This is an optimization exercise on Yosys and OpenROAD, whose aim is small area and a short achievable clock period, not a production implementation. Function was checked by simulation only, so behaviour that the tests miss may differ from the original. No activity file was given, so power comes from the tool's default toggle rates.

==> umber <==
## pipelined_fpadder
module pipelined_fpadder (a,b,sub,rm,s,clk,clrn,e);
	input clk, clrn;
	input [15:0] a, b;
	input [1:0] rm;
	input sub;
	input e;
	output reg [15:0] s;
	wire [4:0] ea = a[14:10];
	wire [4:0] eb = b[14:10];
	wire ha = |ea;
	wire hb = |eb;
	wire [10:0] ma = {ha, a[9:0]};
	wire [10:0] mb = {hb, b[9:0]};
	wire [4:0] ee = ea + eb + 5'd17;           
	wire a_ff = &ea, b_ff = &eb;
	wire a_f0 = ~|a[9:0], b_f0 = ~|b[9:0];
	wire a_inf = a_ff & a_f0, b_inf = b_ff & b_f0;
	wire a_nan = a_ff & ~a_f0, b_nan = b_ff & ~b_f0;
	wire is_inf = a_inf | b_inf;
	wire is_nan = a_nan | b_nan | ((sub ^ a[15] ^ b[15]) & a_inf & b_inf);
	wire [8:0] nan9 = (a[8:0] > b[8:0]) ? a[8:0] : b[8:0];
	function [3:0] lz10;
		input [9:0] f;
		reg [15:0] g;
		reg [7:0] h8;
		reg [3:0] h4;
		reg [1:0] h2;
		reg z8, z4, z2;
		begin
			g = {f, 6'b111111};
			z8 = ~|g[15:8];
			h8 = z8 ? g[7:0] : g[15:8];
			z4 = ~|h8[7:4];
			h4 = z4 ? h8[3:0] : h8[7:4];
			z2 = ~|h4[3:2];
			h2 = z2 ? h4[1:0] : h4[3:2];
			lz10 = {z8, z4, z2, ~h2[1]};
		end
	endfunction
	wire [3:0] za = lz10(a[9:0]);
	wire [3:0] zb = lz10(b[9:0]);
	wire ez = ~|ee;
	wire [4:0] mm = {ee[4:1], ee[0] | ez};     
	wire [3:0] mc = mm[4] ? 4'd15 : mm[3:0];
	wire [3:0] zs = ha ? zb : za;
	wire [4:0] l1 = {1'b0, zs} + 5'd1;
	wire x1 = l1 < mm;
	wire [3:0] sh1 = x1 ? l1[3:0] : mc;
	wire [4:0] eb_1 = x1 ? ee - {1'b0, zs} : {4'd0, ~ez};
	wire [4:0] zz = {1'b0, za} + {1'b0, zb};
	wire x2 = zz < 5'd15;
  ...
export LEC_CHECK = 0
export ABC_AREA = 1
export CAP_MARGIN = 20
export CORE_MARGIN = 2
export CORE_UTILIZATION = 60
export SETUP_SLACK_MARGIN = 0.3
export SLEW_MARGIN = 20
export SYNTH_HIERARCHICAL = 1
create_clock -name core_clock -period 7.0 [get_ports {clk}]
run.sh (not shown) runs the stock make flow with config.mk's settings and CLKGATE_MAP_FILE= SYNTH_SCRIPT=/design/flow/synth_recipe.tcl, a recipe that flattens the netlist after the stock synthesis.
==> inputs of tundra, as changes to umber <==
--- a/flow/design.v
+++ b/flow/design.v
@@ -1,10 +1,10 @@
-module fp_mul11 (x, y, s_hi, k_hi, cin);
+module fp_mul11 (x, y, s_hn, k_hn, ncin);
 	input [10:0] x, y;
-	output [14:0] s_hi, k_hi;
-	output cin;
+	output [14:0] s_hn, k_hn;
+	output ncin;
 	wire pp0_0 = ~(x[0] & y[0]);
 	wire pp0_1 = ~(x[0] & y[1]);
 	wire pp0_2 = ~(x[0] & y[2]);
 	wire pp0_3 = ~(x[0] & y[3]);
 	wire pp0_4 = ~(x[0] & y[4]);
 	wire pp0_5 = ~(x[0] & y[5]);
@@ -300,18 +300,20 @@
 	wire s175, k176;
 	fp_fa us175 (k110, s141, k140, s175, k176);
 	wire s177, k178;
 	fp_fa us177 (s143, k112, k142, s177, k178);
 	wire s179, k180;
 	fp_fa us179 (pp9_10, pp10_9, k144, s179, k180);
+	wire [21:0] na = {1'b1, k180, k178, k176, k174, k172, k170, k168, k166, k164, k162, k160, k158, k156, k154, k152, k150, k148, k146, s145, pp0_1, pp0_0};
+	wire [21:0] nb = {1'b1, pp10_10, s179, s177, s175, s173, s171, s169, s167, s165, s163, s161, s159, s157, s155, s153, s151, s149, s147, pp2_0, pp1_0, 1'b1};
+	wire [7:0] lo = na[6:0] + nb[6:0] + 1'b1;
+	assign ncin = lo[7];
+	assign s_hn = na[21:7];
+	assign k_hn = nb[21:7];
 	wire [21:0] ra = {1'b0, ~k180, ~k178, ~k176, ~k174, ~k172, ~k170, ~k168, ~k166, ~k164, ~k162, ~k160, ~k158, ~k156, ~k154, ~k152, ~k150, ~k148, ~k146, ~s145, ~pp0_1, ~pp0_0};
 	wire [21:0] rb = {1'b0, ~pp10_10, ~s179, ~s177, ~s175, ~s173, ~s171, ~s169, ~s167, ~s165, ~s163, ~s161, ~s159, ~s157, ~s155, ~s153, ~s151, ~s149, ~s147, ~pp2_0, ~pp1_0, 1'b0};
-	wire [7:0] lo = ra[6:0] + rb[6:0];
-	assign cin = lo[7];
-	assign s_hi = ra[21:7];
-	assign k_hi = rb[21:7];
 endmodule
 module fp_fa (a, b, c, s, co);
 	input a, b, c;
 	output s, co;
 	assign s = a ^ b ^ c;
 	assign co = (a & b) | (a & c) | (b & c);
@@ -319,17 +321,18 @@
 module fp_ha (a, b, s, co);
 	input a, b;
 	output s, co;
 	assign s = a ^ b;
 	assign co = a & b;
 endmodule
-module fp_norm (c, sh, x, eb, rm, sign, nan, inf, res);
+module fp_norm (c, sh, x, eb, pay, rm, sign, nan, inf, res);
 	input [14:0] c;       
 	input [3:0] sh;       
 	input x;              
 	input [4:0] eb;       
+	input [8:0] pay;      
 	input [1:0] rm;
 	input sign, nan, inf;
 	output [15:0] res;
 	wire [14:0] t = c << sh;
 	wire d = x & ~t[14];
 	wire [13:0] f0 = d ? t[13:0] : t[14:1];
@@ -365,13 +368,13 @@
 	wire [4:0] x1 = d ? eb : ebp;
 	wire [4:0] expo = cout ? x1 : x0;
 	wire e31 = &eb, e30 = (eb == 5'd30), e00 = (eb == 5'd0);
 	wire ovf = f0[13] & (d ? (e00 | (e31 & cout)) : (e31 | (e30 & cout)));
 	wire big = ovf & ~(rne | rup);        
 	assign res =
-		nan ? {1'b1, 5'h1f, 1'b1, eb, sh} :
+		nan ? {1'b1, 5'h1f, 1'b1, pay} :
 		(ovf | inf) ? {sign, 4'hf, ~big, {10{big}}} :
 		{sign, f0[13] ? expo : 5'd0, fr[9:0]};
 endmodule
 `timescale 1ns / 1ps
 module pipelined_fpadder (a,b,sub,rm,s,clk,clrn,e);
 	input clk, clrn;
@@ -411,59 +414,53 @@
 			h2 = z2 ? h4[1:0] : h4[3:2];
 			lz10 = {z8, z4, z2, ~h2[1]};
 		end
 	endfunction
 	wire [3:0] za = lz10(a[9:0]);
 	wire [3:0] zb = lz10(b[9:0]);
-	wire ez = ~|ee;
-	wire [4:0] mm = {ee[4:1], ee[0] | ez};     
-	wire [3:0] mc = mm[4] ? 4'd15 : mm[3:0];
-	wire [3:0] zs = ha ? zb : za;
-	wire [4:0] l1 = {1'b0, zs} + 5'd1;
-	wire x1 = l1 < mm;
-	wire [3:0] sh1 = x1 ? l1[3:0] : mc;
-	wire [4:0] eb_1 = x1 ? ee - {1'b0, zs} : {4'd0, ~ez};
-	wire [4:0] zz = {1'b0, za} + {1'b0, zb};
-	wire x2 = zz < 5'd15;
-	wire [3:0] sh2 = (zz > 5'd13) ? 4'd15 : zz[3:0] + 4'd2;
-	wire [4:0] eb_2 = x2 ? 5'd16 - zz : 5'd1;
-	wire both = ~ha & ~hb;
-	wire none = ha & hb;
-	wire ll_lt = none | (both ? x2 : x1);
-	wire [3:0] shc = none ? 4'd0 : both ? sh2 : sh1;
-	wire [4:0] eb1 = none ? ee + 5'd1 : both ? eb_2 : eb_1;
-	wire [14:0] ps, pk;
-	wire pcin;
-	fp_mul11 mul (.x(ma), .y(mb), .s_hi(ps), .k_hi(pk), .cin(pcin));
-	reg [13:0] r_ps, r_pk;
-	reg r_cin;
-	reg [4:0] r_eb;
-	reg [3:0] r_sh;
+	wire [3:0] la = ha ? 4'd0 : za + 4'd1;
+	wire [3:0] lb = hb ? 4'd0 : zb + 4'd1;
+	wire [4:0] ll = la + lb;
+	wire [14:0] psn, pkn;
+	wire pncin;
+	fp_mul11 mul (.x(ma), .y(mb), .s_hn(psn), .k_hn(pkn), .ncin(pncin));
+	reg [13:0] r_sn, r_kn;
+	reg r_ncin;
+	reg [4:0] r_e;
+	reg [4:0] r_ll;
 	reg [1:0] r_rm;
-	reg r_sign, r_x, r_nan, r_inf;
+	reg r_sign, r_nan, r_inf;
+	reg r_v;
 	always @(posedge clk or negedge clrn) begin
-		if (!clrn) begin
-			r_ps <= 0; r_pk <= 0; r_cin <= 0; r_eb <= 0; r_sh <= 0; r_rm <= 0;
-			r_sign <= 0; r_x <= 0; r_nan <= 0; r_inf <= 0;
-		end else if (e) begin
-			r_ps <= ps[13:0];    
-			r_pk <= pk[13:0];
-			r_cin <= pcin;
-			r_eb <= is_nan ? nan9[8:4] : eb1;    
-			r_sh <= is_nan ? nan9[3:0] : shc;
+		if (!clrn) r_v <= 0;
+		else if (e) r_v <= 1'b1;
+	end
+	always @(posedge clk) begin
+		if (e) begin
+			r_sn <= psn[13:0];    
+			r_kn <= pkn[13:0];
+			r_ncin <= pncin;
+			r_e <= is_nan ? nan9[8:4] : ee;      
+			r_ll <= is_nan ? {1'b0, nan9[3:0]} : ll;
 			r_rm <= rm;
 			r_sign <= a[15] ^ b[15];
-			r_x <= ll_lt;
 			r_nan <= is_nan;
 			r_inf <= is_inf;
 		end
 	end
-	wire [15:0] r_cw = {1'b0, r_ps, r_cin} + {1'b0, r_pk, r_cin};   
-	wire [14:0] r_c = r_cw[15:1];
+	wire [15:0] r_cw = {1'b0, r_sn, r_ncin} + {1'b0, r_kn, r_ncin};
+	wire [14:0] r_c = ~r_cw[15:1];
 	wire [15:0] res;
-	fp_norm norm (.c(r_c), .sh(r_sh), .x(r_x), .eb(r_eb), .rm(r_rm), .sign(r_sign),
+	wire ez = ~|r_e;
+	wire [4:0] mm = {r_e[4:1], r_e[0] | ez};   
+	wire r_x = r_ll < mm;
+	wire [4:0] shu = r_x ? r_ll : mm;
+	wire [3:0] r_sh = shu[4] ? 4'd15 : shu[3:0];
+	wire [4:0] r_eb = r_e + 5'd1 - {1'b0, r_sh};
+	fp_norm norm (.c(r_c), .sh(r_sh), .x(r_x), .eb(r_eb), .pay({r_e, r_ll[3:0]}), .rm(r_rm), .sign(r_sign),
 		.nan(r_nan), .inf(r_inf), .res(res));
+	wire [15:0] res_v = res & {16{r_v}};
 	always @(posedge clk or negedge clrn) begin
 		if (!clrn) s <= 0;
-		else if (e) s <= res;
+		else if (e) s <= res_v;
 	end
 endmodule
==> flow/flow/run.sh (new file) <==
#!/bin/bash
# The standard layout, with plain buffers (not delay buffers) on the ports.
set -euo pipefail
bash standard.sh "BUFFER_PORTS_ARGS=-buffer_cell sky130_fd_sc_hd__buf_1" finish > make_finish.log 2>&1
==> flow/standard.sh (new file) <==
#!/bin/bash
# synth_recipe.tcl (not shown) runs the flow's synth.tcl, then flattens the netlist and writes it again
# the make line also repeats each setting of config.mk as NAME=value (left out here)
make -C /OpenROAD-flow-scripts/flow DESIGN_CONFIG=/design/flow/config.mk WORK_HOME=/design/flow/orfs CLKGATE_MAP_FILE= SYNTH_SCRIPT=/design/flow/synth_recipe.tcl "${@:-finish}"
Settings changed: CORE_UTILIZATION 60 to 40, CTS_BUF_LIST from default to sky130_fd_sc_hd__clkbuf_4, SETUP_SLACK_MARGIN 0.3 to 2.5.
removed: flow/run.sh
==> inputs of raven, as changes to umber <==
--- a/flow/design.v
+++ b/flow/design.v
@@ -1,10 +1,10 @@
-module fp_mul11 (x, y, s_hi, k_hi, cin);
+module fp_mul11 (x, y, s_hn, k_hn, ncin);
 	input [10:0] x, y;
-	output [14:0] s_hi, k_hi;
-	output cin;
+	output [14:0] s_hn, k_hn;
+	output ncin;
 	wire pp0_0 = ~(x[0] & y[0]);
 	wire pp0_1 = ~(x[0] & y[1]);
 	wire pp0_2 = ~(x[0] & y[2]);
 	wire pp0_3 = ~(x[0] & y[3]);
 	wire pp0_4 = ~(x[0] & y[4]);
 	wire pp0_5 = ~(x[0] & y[5]);
@@ -300,18 +300,20 @@
 	wire s175, k176;
 	fp_fa us175 (k110, s141, k140, s175, k176);
 	wire s177, k178;
 	fp_fa us177 (s143, k112, k142, s177, k178);
 	wire s179, k180;
 	fp_fa us179 (pp9_10, pp10_9, k144, s179, k180);
+	wire [21:0] na = {1'b1, k180, k178, k176, k174, k172, k170, k168, k166, k164, k162, k160, k158, k156, k154, k152, k150, k148, k146, s145, pp0_1, pp0_0};
+	wire [21:0] nb = {1'b1, pp10_10, s179, s177, s175, s173, s171, s169, s167, s165, s163, s161, s159, s157, s155, s153, s151, s149, s147, pp2_0, pp1_0, 1'b1};
+	wire [7:0] lo = na[6:0] + nb[6:0] + 1'b1;
+	assign ncin = lo[7];
+	assign s_hn = na[21:7];
+	assign k_hn = nb[21:7];
 	wire [21:0] ra = {1'b0, ~k180, ~k178, ~k176, ~k174, ~k172, ~k170, ~k168, ~k166, ~k164, ~k162, ~k160, ~k158, ~k156, ~k154, ~k152, ~k150, ~k148, ~k146, ~s145, ~pp0_1, ~pp0_0};
 	wire [21:0] rb = {1'b0, ~pp10_10, ~s179, ~s177, ~s175, ~s173, ~s171, ~s169, ~s167, ~s165, ~s163, ~s161, ~s159, ~s157, ~s155, ~s153, ~s151, ~s149, ~s147, ~pp2_0, ~pp1_0, 1'b0};
-	wire [7:0] lo = ra[6:0] + rb[6:0];
-	assign cin = lo[7];
-	assign s_hi = ra[21:7];
-	assign k_hi = rb[21:7];
 endmodule
 module fp_fa (a, b, c, s, co);
 	input a, b, c;
 	output s, co;
 	assign s = a ^ b ^ c;
 	assign co = (a & b) | (a & c) | (b & c);
@@ -319,17 +321,18 @@
 module fp_ha (a, b, s, co);
 	input a, b;
 	output s, co;
 	assign s = a ^ b;
 	assign co = a & b;
 endmodule
-module fp_norm (c, sh, x, eb, rm, sign, nan, inf, res);
+module fp_norm (c, sh, x, eb, pay, rm, sign, nan, inf, res);
 	input [14:0] c;       
 	input [3:0] sh;       
 	input x;              
 	input [4:0] eb;       
+	input [8:0] pay;      
 	input [1:0] rm;
 	input sign, nan, inf;
 	output [15:0] res;
 	wire [14:0] t = c << sh;
 	wire d = x & ~t[14];
 	wire [13:0] f0 = d ? t[13:0] : t[14:1];
@@ -365,13 +368,13 @@
 	wire [4:0] x1 = d ? eb : ebp;
 	wire [4:0] expo = cout ? x1 : x0;
 	wire e31 = &eb, e30 = (eb == 5'd30), e00 = (eb == 5'd0);
 	wire ovf = f0[13] & (d ? (e00 | (e31 & cout)) : (e31 | (e30 & cout)));
 	wire big = ovf & ~(rne | rup);        
 	assign res =
-		nan ? {1'b1, 5'h1f, 1'b1, eb, sh} :
+		nan ? {1'b1, 5'h1f, 1'b1, pay} :
 		(ovf | inf) ? {sign, 4'hf, ~big, {10{big}}} :
 		{sign, f0[13] ? expo : 5'd0, fr[9:0]};
 endmodule
 `timescale 1ns / 1ps
 module pipelined_fpadder (a,b,sub,rm,s,clk,clrn,e);
 	input clk, clrn;
@@ -411,59 +414,53 @@
 			h2 = z2 ? h4[1:0] : h4[3:2];
 			lz10 = {z8, z4, z2, ~h2[1]};
 		end
 	endfunction
 	wire [3:0] za = lz10(a[9:0]);
 	wire [3:0] zb = lz10(b[9:0]);
-	wire ez = ~|ee;
-	wire [4:0] mm = {ee[4:1], ee[0] | ez};     
-	wire [3:0] mc = mm[4] ? 4'd15 : mm[3:0];
-	wire [3:0] zs = ha ? zb : za;
-	wire [4:0] l1 = {1'b0, zs} + 5'd1;
-	wire x1 = l1 < mm;
-	wire [3:0] sh1 = x1 ? l1[3:0] : mc;
-	wire [4:0] eb_1 = x1 ? ee - {1'b0, zs} : {4'd0, ~ez};
-	wire [4:0] zz = {1'b0, za} + {1'b0, zb};
-	wire x2 = zz < 5'd15;
-	wire [3:0] sh2 = (zz > 5'd13) ? 4'd15 : zz[3:0] + 4'd2;
-	wire [4:0] eb_2 = x2 ? 5'd16 - zz : 5'd1;
-	wire both = ~ha & ~hb;
-	wire none = ha & hb;
-	wire ll_lt = none | (both ? x2 : x1);
-	wire [3:0] shc = none ? 4'd0 : both ? sh2 : sh1;
-	wire [4:0] eb1 = none ? ee + 5'd1 : both ? eb_2 : eb_1;
-	wire [14:0] ps, pk;
-	wire pcin;
-	fp_mul11 mul (.x(ma), .y(mb), .s_hi(ps), .k_hi(pk), .cin(pcin));
-	reg [13:0] r_ps, r_pk;
-	reg r_cin;
-	reg [4:0] r_eb;
-	reg [3:0] r_sh;
+	wire [3:0] la = ha ? 4'd0 : za + 4'd1;
+	wire [3:0] lb = hb ? 4'd0 : zb + 4'd1;
+	wire [4:0] ll = la + lb;
+	wire [14:0] psn, pkn;
+	wire pncin;
+	fp_mul11 mul (.x(ma), .y(mb), .s_hn(psn), .k_hn(pkn), .ncin(pncin));
+	reg [13:0] r_sn, r_kn;
+	reg r_ncin;
+	reg [4:0] r_e;
+	reg [4:0] r_ll;
 	reg [1:0] r_rm;
-	reg r_sign, r_x, r_nan, r_inf;
+	reg r_sign, r_nan, r_inf;
+	reg r_v;
 	always @(posedge clk or negedge clrn) begin
-		if (!clrn) begin
-			r_ps <= 0; r_pk <= 0; r_cin <= 0; r_eb <= 0; r_sh <= 0; r_rm <= 0;
-			r_sign <= 0; r_x <= 0; r_nan <= 0; r_inf <= 0;
-		end else if (e) begin
-			r_ps <= ps[13:0];    
-			r_pk <= pk[13:0];
-			r_cin <= pcin;
-			r_eb <= is_nan ? nan9[8:4] : eb1;    
-			r_sh <= is_nan ? nan9[3:0] : shc;
+		if (!clrn) r_v <= 0;
+		else if (e) r_v <= 1'b1;
+	end
+	always @(posedge clk) begin
+		if (e) begin
+			r_sn <= psn[13:0];    
+			r_kn <= pkn[13:0];
+			r_ncin <= pncin;
+			r_e <= is_nan ? nan9[8:4] : ee;      
+			r_ll <= is_nan ? {1'b0, nan9[3:0]} : ll;
 			r_rm <= rm;
 			r_sign <= a[15] ^ b[15];
-			r_x <= ll_lt;
 			r_nan <= is_nan;
 			r_inf <= is_inf;
 		end
 	end
-	wire [15:0] r_cw = {1'b0, r_ps, r_cin} + {1'b0, r_pk, r_cin};   
-	wire [14:0] r_c = r_cw[15:1];
+	wire [15:0] r_cw = {1'b0, r_sn, r_ncin} + {1'b0, r_kn, r_ncin};
+	wire [14:0] r_c = ~r_cw[15:1];
 	wire [15:0] res;
-	fp_norm norm (.c(r_c), .sh(r_sh), .x(r_x), .eb(r_eb), .rm(r_rm), .sign(r_sign),
+	wire ez = ~|r_e;
+	wire [4:0] mm = {r_e[4:1], r_e[0] | ez};   
+	wire r_x = r_ll < mm;
+	wire [4:0] shu = r_x ? r_ll : mm;
+	wire [3:0] r_sh = shu[4] ? 4'd15 : shu[3:0];
+	wire [4:0] r_eb = r_e + 5'd1 - {1'b0, r_sh};
+	fp_norm norm (.c(r_c), .sh(r_sh), .x(r_x), .eb(r_eb), .pay({r_e, r_ll[3:0]}), .rm(r_rm), .sign(r_sign),
 		.nan(r_nan), .inf(r_inf), .res(res));
+	wire [15:0] res_v = res & {16{r_v}};
 	always @(posedge clk or negedge clrn) begin
 		if (!clrn) s <= 0;
-		else if (e) s <= res;
+		else if (e) s <= res_v;
 	end
 endmodule
==> flow/flow/run.sh (new file) <==
#!/bin/bash
# The standard layout, with plain buffers (not delay buffers) on the ports.
set -euo pipefail
bash standard.sh "BUFFER_PORTS_ARGS=-buffer_cell sky130_fd_sc_hd__buf_1" finish > make_finish.log 2>&1
==> flow/standard.sh (new file) <==
#!/bin/bash
# synth_recipe.tcl (not shown) runs the flow's synth.tcl, then flattens the netlist and writes it again
# the make line also repeats each setting of config.mk as NAME=value (left out here)
make -C /OpenROAD-flow-scripts/flow DESIGN_CONFIG=/design/flow/config.mk WORK_HOME=/design/flow/orfs CLKGATE_MAP_FILE= SYNTH_SCRIPT=/design/flow/synth_recipe.tcl "${@:-finish}"
Settings changed: CORE_UTILIZATION 60 to 55, CTS_BUF_LIST from default to sky130_fd_sc_hd__clkbuf_8, PLACE_DENSITY from default to 0.75, SETUP_SLACK_MARGIN 0.3 to 2.5.
removed: flow/run.sh
==> run notes <==
	tundra	raven	umber
Run status	no timing/DRC/antenna violations	no timing/DRC/antenna violations	no timing/DRC/antenna violations
Cell total after placement	1409	1344	1539
Drt via density	5.095	5.419	5.445
Hold worst-path end	s[5]	s[1]	s[4]
Register fraction of the total cell area	18.36%	19.19%	14.90%
Register area	0.001747 sq mm	0.001747 sq mm	0.001501 sq mm
Maximum resistive drop on vdd	139.7 uV	145.2 uV	147.3 uV
Placed inst area	0.008838 sq mm	0.008751 sq mm	0.009772 sq mm
Synthesized net count	1336	1336	1541
Leakage power figure	4.520 nW	4.368 nW	5.287 nW
Final routed wire length divided by cell count	14.28 um	14.40 um	14.64 um
Multi-input combinational area share	65.34%	66.26%	67.34%
Top cell by count, worst path	fa_1	fa_1	nand2_1
Layout Nets	1359	1335	1552
Slew @ Worst Pin	0.9590 ns	0.9147 ns	0.9614 ns
Worst hold slack	0.4773 ns	0.4800 ns	0.4657 ns
Final cell area excluding filler cells	0.009512 sq mm	0.009100 sq mm	0.01008 sq mm

port drivers added, routing unchanged:
The results above use ideal ports. As a check the final layouts listed here were re-extracted and re-timed, cells and wires unchanged. Step 1, drivers: a clkbuf_16 drives clk and a buf_2 each remaining input, both assumed. Step 2, shift: input delay + t, output delay - t, t = (earliest + latest rising clock arrival at the registers) / 2. This alone moves slack from input paths to output paths. a / b / c = no drivers / after step 1 / after step 2; a / b = the first two.
run | t (ns) | setup WS [ns] | worst setup path after step 2 | worst slew at a driven data input, ns | cell pins on the clock port's net
umber | 0.369 | 1.605 / 1.621 / 1.251 | input to register | 0.04 | 1
tundra | 0.457 | 2.710 / 2.713 / 2.256 | input to register | 0.04 | 1
raven | 0.384 | 2.665 / 2.677 / 2.294 | input to register | 0.03 | 1
After both steps every run listed still meets setup and hold. For tundra, which loses most, drivers alone change the setup slack by +0.003 ns; drivers and shift together by -0.454 ns.
